From an optimization exercise on the open Yosys and OpenROAD flow, aimed at small area, a short achievable clock period and few clock cycles; shortcuts taken in it are not production practice. The RTL was checked by simulation tests, not by an equivalence proof against the original design. Power and IR drop assume default switching activity.

Design LASER, start of the top module:
module LASER(CLK, RST, X, Y, C1X, C1Y, C2X, C2Y, DONE);
input CLK, RST;
input [3:0] X, Y;
output reg DONE;
output [3:0] C1X, C1Y, C2X, C2Y;
reg rq;
reg [3:0] xq;
reg [15:0] m0;
reg [15:0] m2;
reg [15:0] m3;
reg [15:0] m4;
reg [15:0] m5;
reg [15:0] m6;
reg [15:0] m7;
reg [15:0] m8;
reg [15:0] m9;
reg [15:0] m10;
reg [15:0] m11;
reg [15:0] m12;
reg [15:0] m13;
reg [15:0] m14;
reg [5:0] u;
wire [2:0] ph = u[2:0];
reg we, keep, cut, v6, v5, upd, last1, clr;
reg [3:0] yo;    
wire [5:0] un = (rq | (u == 6'd59)) ? 6'd63 : u + 6'd1;
wire [15:0] pdec = we ? (16'd1 << yo) : 16'd0;
always @(posedge CLK) begin
  rq <= RST;
  xq <= X;
  yo <= Y - {ph, 1'b0} - 4'd4;
  u <= un;
  we    <= ~RST & (un <= 6'd39);
  keep  <= ~RST & (un <= 6'd54);
  cut   <= (un >= 6'd40) & (un <= 6'd47);
  v6    <= (un[2:0] <= 3'd6);
  v5    <= (un[2:0] <= 3'd5);
  upd   <= ~RST & (un >= 6'd43) & (un <= 6'd58);
  last1 <= (un == 6'd50);
  clr   <= RST | (un == 6'd63);
end
localparam [7:0] E0_0 = 8'b11111010, E0_1 = 8'b01111111;
wire [1:0] wr0 = m0[1:0] & ~({2{cut}} & {E0_1[ph], E0_0[ph]});
always @(posedge CLK) m0 <= (keep ? {wr0, m0[15:2]} : 16'd0) | ((xq == 4'd0) ? pdec : 16'd0);
localparam [7:0] E2_0 = 8'b01110111, E2_1 = 8'b10101111;
wire [1:0] wr2 = m2[1:0] & ~({2{cut}} & {E2_1[ph], E2_0[ph]});
always @(posedge CLK) m2 <= (keep ? {wr2, m2[15:2]} : 16'd0) | ((xq == 4'd2) ? pdec : 16'd0);
localparam [7:0] E3_0 = 8'b01110111, E3_1 = 8'b10101111;
wire [1:0] wr3 = m3[1:0] & ~({2{cut}} & {E3_1[ph], E3_0[ph]});
always @(posedge CLK) m3 <= (keep ? {wr3, m3[15:2]} : 16'd0) | ((xq == 4'd3) ? pdec : 16'd0);
localparam [7:0] E4_0 = 8'b11111111, E4_1 = 8'b10101111;
wire [1:0] wr4 = m4[1:0] & ~({2{cut}} & {E4_1[ph], E4_0[ph]});
  ...
==> flow/config.mk <==
export PLATFORM = sky130hd
export DESIGN_NAME = LASER
export DESIGN_NICKNAME = LASER
export VERILOG_FILES = /design/flow/design.v
export SDC_FILE = /design/flow/constraint.sdc
export NUM_CORES = 4
export LEC_CHECK = 0
export ABC_AREA = 1
export CAP_MARGIN = 20
export CORE_MARGIN = 2
export CORE_UTILIZATION = 40
export CTS_BUF_LIST = sky130_fd_sc_hd__clkbuf_8
export CTS_CLUSTER_SIZE = 40
export SETUP_SLACK_MARGIN = 3.6
export SLEW_MARGIN = 20
==> flow/constraint.sdc <==
create_clock -name core_clock -period 6.0 [get_ports {CLK}]
set_input_delay 1.2000 -clock core_clock [delete_from_list [all_inputs] [get_ports {CLK}]]
set_output_delay 1.2000 -clock core_clock [all_outputs]
set_load 0.01 [all_outputs]
run.sh (not shown) runs the stock make flow with config.mk's settings and CLKGATE_MAP_FILE= SYNTH_SCRIPT=/design/flow/synth_recipe.tcl, a recipe that flattens the netlist after the stock synthesis.
The starting point completed with no timing, DRC or antenna violations.
Testbench counts at the start, summed over its fixed seeds: cycles 15,608.
Change:
CTS_BUF_LIST = sky130_fd_sc_hd__clkbuf_4 sky130_fd_sc_hd__clkbuf_8   (was sky130_fd_sc_hd__clkbuf_8)
CTS_CLUSTER_SIZE = default   (was 40)
PLACE_DENSITY = 0.75   (was default)
Outcome: Cell area stays flat. Clock power grows by about 4%. Synthesized cell count does not change. Final cell count shrinks by 0.39%. Wire length shrinks by 3.7%.

* * *

== v7 ==
Another version of the RTL of LASER (not shown whole).
For scale: ~1600 cells after synthesis, about 350 flip-flops, about 27 I/O pins, about 0.014 sq mm of cells after synthesis.
clock: 6.0 ns
lec_check: 0
abc_area: 1
cap_margin: 20
core_margin: 2
core_utilization: 55
cts_buf_list: sky130_fd_sc_hd__clkbuf_16
cts_cluster_diameter: 150
cts_cluster_size: 20
setup_slack_margin: 3.7
slew_margin: 20
v7 ended with every stage complete and zero timing, DRC or antenna violations.
Testbench counts of v7, summed over its fixed seeds: cycles 15,608.
Input-level comparison between v45 and v7:
# v7
export LEC_CHECK = 0
export ABC_AREA = 1
export CAP_MARGIN = 20
export CORE_MARGIN = 2
export CORE_UTILIZATION = 55
export CTS_BUF_LIST = sky130_fd_sc_hd__clkbuf_16
export CTS_CLUSTER_DIAMETER = 150
export CTS_CLUSTER_SIZE = 20
export SETUP_SLACK_MARGIN = 3.7
export SLEW_MARGIN = 20
create_clock -name core_clock -period 6.0 [get_ports {CLK}]
# v45
export LEC_CHECK = 0
export ABC_AREA = 1
export CAP_MARGIN = 20
export CORE_MARGIN = 2
export CORE_UTILIZATION = 40
export CTS_BUF_LIST = sky130_fd_sc_hd__clkbuf_4 sky130_fd_sc_hd__clkbuf_8
export SETUP_SLACK_MARGIN = 3.7
export SLEW_MARGIN = 20
create_clock -name core_clock -period 6.0 [get_ports {CLK}]
## What came out
v45 was carried through to the last stage, and its layout satisfied the timing, design-rule and antenna checks.
Changes observed in v45 relative to v7: average detailed-routed wire length per instance now sits lower, final worst-path cycle share now sits lower, total power now sits higher, source-to-sink clock delay at the later pin of the worst-skew pair now sits higher, utilization after layout now sits lower.
The lower sequential share of power came out of v45.
Run comparison: v45 startpoint of the worst setup timing path c0c$_DFF_P_; v7 startpoint of the worst setup timing path e8[1]$_DFF_P_
The sequential power of v45 and that of v7 are within noise of each other.
Of the two values seen for critical path capture point, sc[3][3]$_DFF_P_ was produced by v7 and sc[2][3]$_DFF_P_ by v45.
Lower internal power among v45 and v7: v7
Looking at relative contribution of combinational cells to total power, v45 sits 2.4 points lower than v7 does.
On number of placed instances, taps included: v45 sits above v7.
Inputs modified between v45 and v19:
# v45
export LEC_CHECK = 0
export ABC_AREA = 1
export CAP_MARGIN = 20
export CORE_MARGIN = 2
export CORE_UTILIZATION = 40
export CTS_BUF_LIST = sky130_fd_sc_hd__clkbuf_4 sky130_fd_sc_hd__clkbuf_8
export SETUP_SLACK_MARGIN = 3.7
export SLEW_MARGIN = 20
create_clock -name core_clock -period 6.0 [get_ports {CLK}]
# v19
export LEC_CHECK = 0
export ABC_AREA = 1
export CAP_MARGIN = 20
export CORE_MARGIN = 2
export CORE_UTILIZATION = 40
export CTS_BUF_LIST = sky130_fd_sc_hd__clkbuf_16
export CTS_CLUSTER_DIAMETER = 150
export CTS_CLUSTER_SIZE = 20
export SETUP_SLACK_MARGIN = 3.8
export SLEW_MARGIN = 20
create_clock -name core_clock -period 6.0 [get_ports {CLK}]
Findings:
- Every run (v45 and v19) finished clean.
- [diff] worst setup slack, v19 relative to v45: improvement
- Comparing v45 and v19, the lower level count of the clock H-tree is on v19.
- Power share of the sequential group delta for v19 relative to v45: 8.1 points higher

## port drivers added, routing unchanged
Ports are ideal in the flow. The routed layouts listed here were re-timed in OpenROAD.
Step 1, drivers: a clkbuf_16 drives CLK and a buf_2 each remaining input, both assumed.
Step 2, shift: input delay + t, output delay - t, t = (earliest + latest rising clock arrival at the registers) / 2. This alone moves slack from input paths to output paths.
Three values: no drivers, after step 1, after step 2; two values: the first two.
| run | t (ns) | slack for setup (ns) | cell pins on the clock port's net |
|---|---|---|---|
| the first run of note 1 | 0.629 | 3.601 / 3.555 / 3.111 | 1 |
| the second run of note 1 | 0.611 | 3.614 / 3.614 / 3.127 | 1 |
| v7 | 0.568 | 3.699 / 3.698 / 3.256 | 1 |
| v45 | 0.621 | 3.751 / 3.711 / 3.233 | 1 |
| v19 | 0.568 | 3.798 / 3.762 / 3.493 | 1 |
After both steps every run listed still meets setup and hold. For v45, which loses most, drivers alone change the setup slack by -0.040 ns; drivers and shift together by -0.518 ns.
